Context: an optimization exercise on an open-source flow, tuned for a short achievable clock period and few clock cycles. The choices shown serve that exercise and are no tape-out recipe. No activity file was given, so power comes from the tool's default toggle rates.

run P:
## processor
module processor (
  input  wire        clk,
  input  wire        reset,
  output wire [10:0] imem_addr,
  input  wire [17:0] imem_data,
  output wire [9:0]  dmem_addr,
  output wire        dmem_we,
  output wire [17:0] dmem_wdata,
  input  wire [17:0] dmem_rdata,
  output wire        halted
);
Size in the first run: ~3600 cells after synthesis, ~37000 um^2 of cells after synthesis.
export LEC_CHECK = 0
export CAP_MARGIN = 20
export CORE_MARGIN = 2
export CORE_UTILIZATION = 40
export PLACE_DENSITY = 0.6
export SETUP_SLACK_MARGIN = 3.0
export SLEW_MARGIN = 20
export SYNTH_HIERARCHICAL = 1
create_clock -name core_clock -period 5.0 [get_ports {clk}]
standard.sh (not shown) runs the stock make flow with config.mk's settings and CLKGATE_MAP_FILE= SYNTH_SCRIPT=/design/flow/synth_recipe.tcl, a recipe that flattens the netlist after the stock synthesis.
==> flow/flow/run.sh <==
#!/bin/bash
set -euo pipefail
export BUFFER_PORTS_ARGS="-buffer_cell sky130_fd_sc_hd__buf_4"
bash standard.sh > standard.log 2>&1
Run P finished end to end and its layout was clean on timing, DRC and antenna.
## Diff of input files: run D against run P
--- a/flow/design.v
+++ b/flow/design.v
@@ -33,20 +33,21 @@
   reg         e_rep;          
   reg  [10:0] pc_e;
   reg         e_alu;          
   reg         e_add;          
   reg         e_ld;           
   reg         e_cmp;          
   reg         e_and, e_nand, e_nor;    
   reg  [3:0]  e_rd;
   reg  [17:0] x1, x2, x3;     
   reg  [15:0] e_wr;           
+  reg  [15:0] e_es;           
   reg  [15:0] e_wl;           
   reg  [15:0] w_wr;           
   reg  [15:0] w_wl;           
   reg  [15:0] w_wa;           
   reg  [15:0] r_keep;         
   reg         w_ld;           
   reg  [17:0] r_q;            
   reg         lt_q, gt_q;
   reg  [9:0]  daddr_q;
   reg         dwe_q;
@@ -142,61 +143,67 @@
       v_d     <= 1'b0;
       p_d     <= 1'b0;
       bt_v[0] <= 1'b0;
       bt_v[1] <= 1'b0;
       bt_rep  <= 1'b0;
       bt_wr   <= 1'b0;
       e_rep   <= 1'b0;
       e_alu   <= 1'b0;
       e_ld    <= 1'b0;
       e_cmp   <= 1'b0;
+      e_wr    <= 16'd0;
+      e_es    <= 16'd0;
+      e_wl    <= 16'd0;
+      w_wr    <= 16'd0;
+      w_wl    <= 16'd0;
+      w_wa    <= 16'd0;
+      r_keep  <= 16'hffff;
       w_ld    <= 1'b0;
       lt_q    <= 1'b0;
       gt_q    <= 1'b1;
     end else begin
       v_d   <= sel_s;
       p_d   <= sel_s & bt_hit;
       bt_wr <= sel_t;
       pc_d  <= pc_f;
       if (bt_wr) begin
         bt_v[bt_rep] <= 1'b1;
         bt_rep       <= ~bt_rep;
       end
       e_rep <= vd & stall & ~e_rep;
       e_alu <= go & is_alu;
       e_ld  <= go & is_ld;
       e_cmp <= go & is_cmp;
+      e_wr  <= d_alu;
+      e_es  <= (go & is_alu & is_add) ? (16'd1 << f1) : 16'd0;
+      e_wl  <= d_ld;
+      w_wr  <= e_wr | e_wl;
+      w_wl  <= e_wl;
+      w_wa  <= e_wr;
+      r_keep <= ~(e_wr | e_wl);
       w_ld  <= e_ld;
       if (e_cmp) begin
         lt_q <= c_lt;
         gt_q <= c_gt;
       end
     end
   end
   always @(posedge clk) begin
     if (reset) begin
       halt_q <= 1'b0;
       dwe_q  <= 1'b0;
     end else begin
       if (go & is_halt) halt_q <= 1'b1;
       dwe_q  <= go & is_st;
     end
   end
   always @(posedge clk) begin
-    e_wr   <= d_alu;
-    e_wl   <= d_ld;
-    w_wr   <= e_wr | e_wl;
-    w_wl   <= e_wl;
-    w_wa   <= e_wr;
-    r_keep <= ~(e_wr | e_wl);
-  end
-  always @(posedge clk) begin
     pc_f     <= pc_nx;            
     pc_e     <= pc_d;
     e_add    <= is_add;
     e_and    <= (op == OP_AND) | (op == OP_ANDI);
     e_nand   <= (op == OP_NAND);
     e_nor    <= ~((op == OP_AND) | (op == OP_ANDI) | (op == OP_NAND));
     e_rd     <= f1;
     x1       <= p1;
     x2       <= p2;
     x3       <= p3;
Findings:
- Chip width in run D is about 0.64% above run P.
- Compared with run P, in run D switching component of the power rose 4.0%; mux contribution to synthesized area saw little to no change; power of the clock network shows an increase of about 13%; minimum setup slack in the final design rose by 13 ps.
Function was not checked in any run of this note: the RTL went through the layout flow alone.

what the ideal ports hide:
No port has a modelled driver above. Below, the same layouts with a new extraction and two added sets of constraints.
Step 1 (the two cells are an assumption about what drives the block):
set clk [get_ports {clk}]
set_driving_cell -lib_cell sky130_fd_sc_hd__clkbuf_16 $clk
set_driving_cell -lib_cell sky130_fd_sc_hd__buf_2 [delete_from_list [all_inputs] $clk]
Step 2 adds t to the input delays and takes it off the output delays; t is the mean of the earliest and latest rising clock arrival at the registers after step 1. Input paths then give back, and output paths get back, about the clock's delay inside the block.
Slacks: ideal ports / drivers / drivers and shift; pairs: ideal ports / drivers.
| run | t, ns | setup slack, ns | hold WS [ns] | slew at the worst register clock pin (ns) |
|---|---|---|---|---|
| run P | 0.728 | 2.497 / 2.481 / 1.753 | 0.339 / 0.339 / 0.339 | 0.07 / 0.07 |
| run D | 0.712 | 2.510 / 2.508 / 1.796 | 0.339 / 0.339 / 0.339 | 0.07 / 0.07 |
After both steps every run listed still meets setup and hold. The setup slack of run P, which loses most, moves by -0.016 ns with the drivers and by -0.744 ns with both steps.
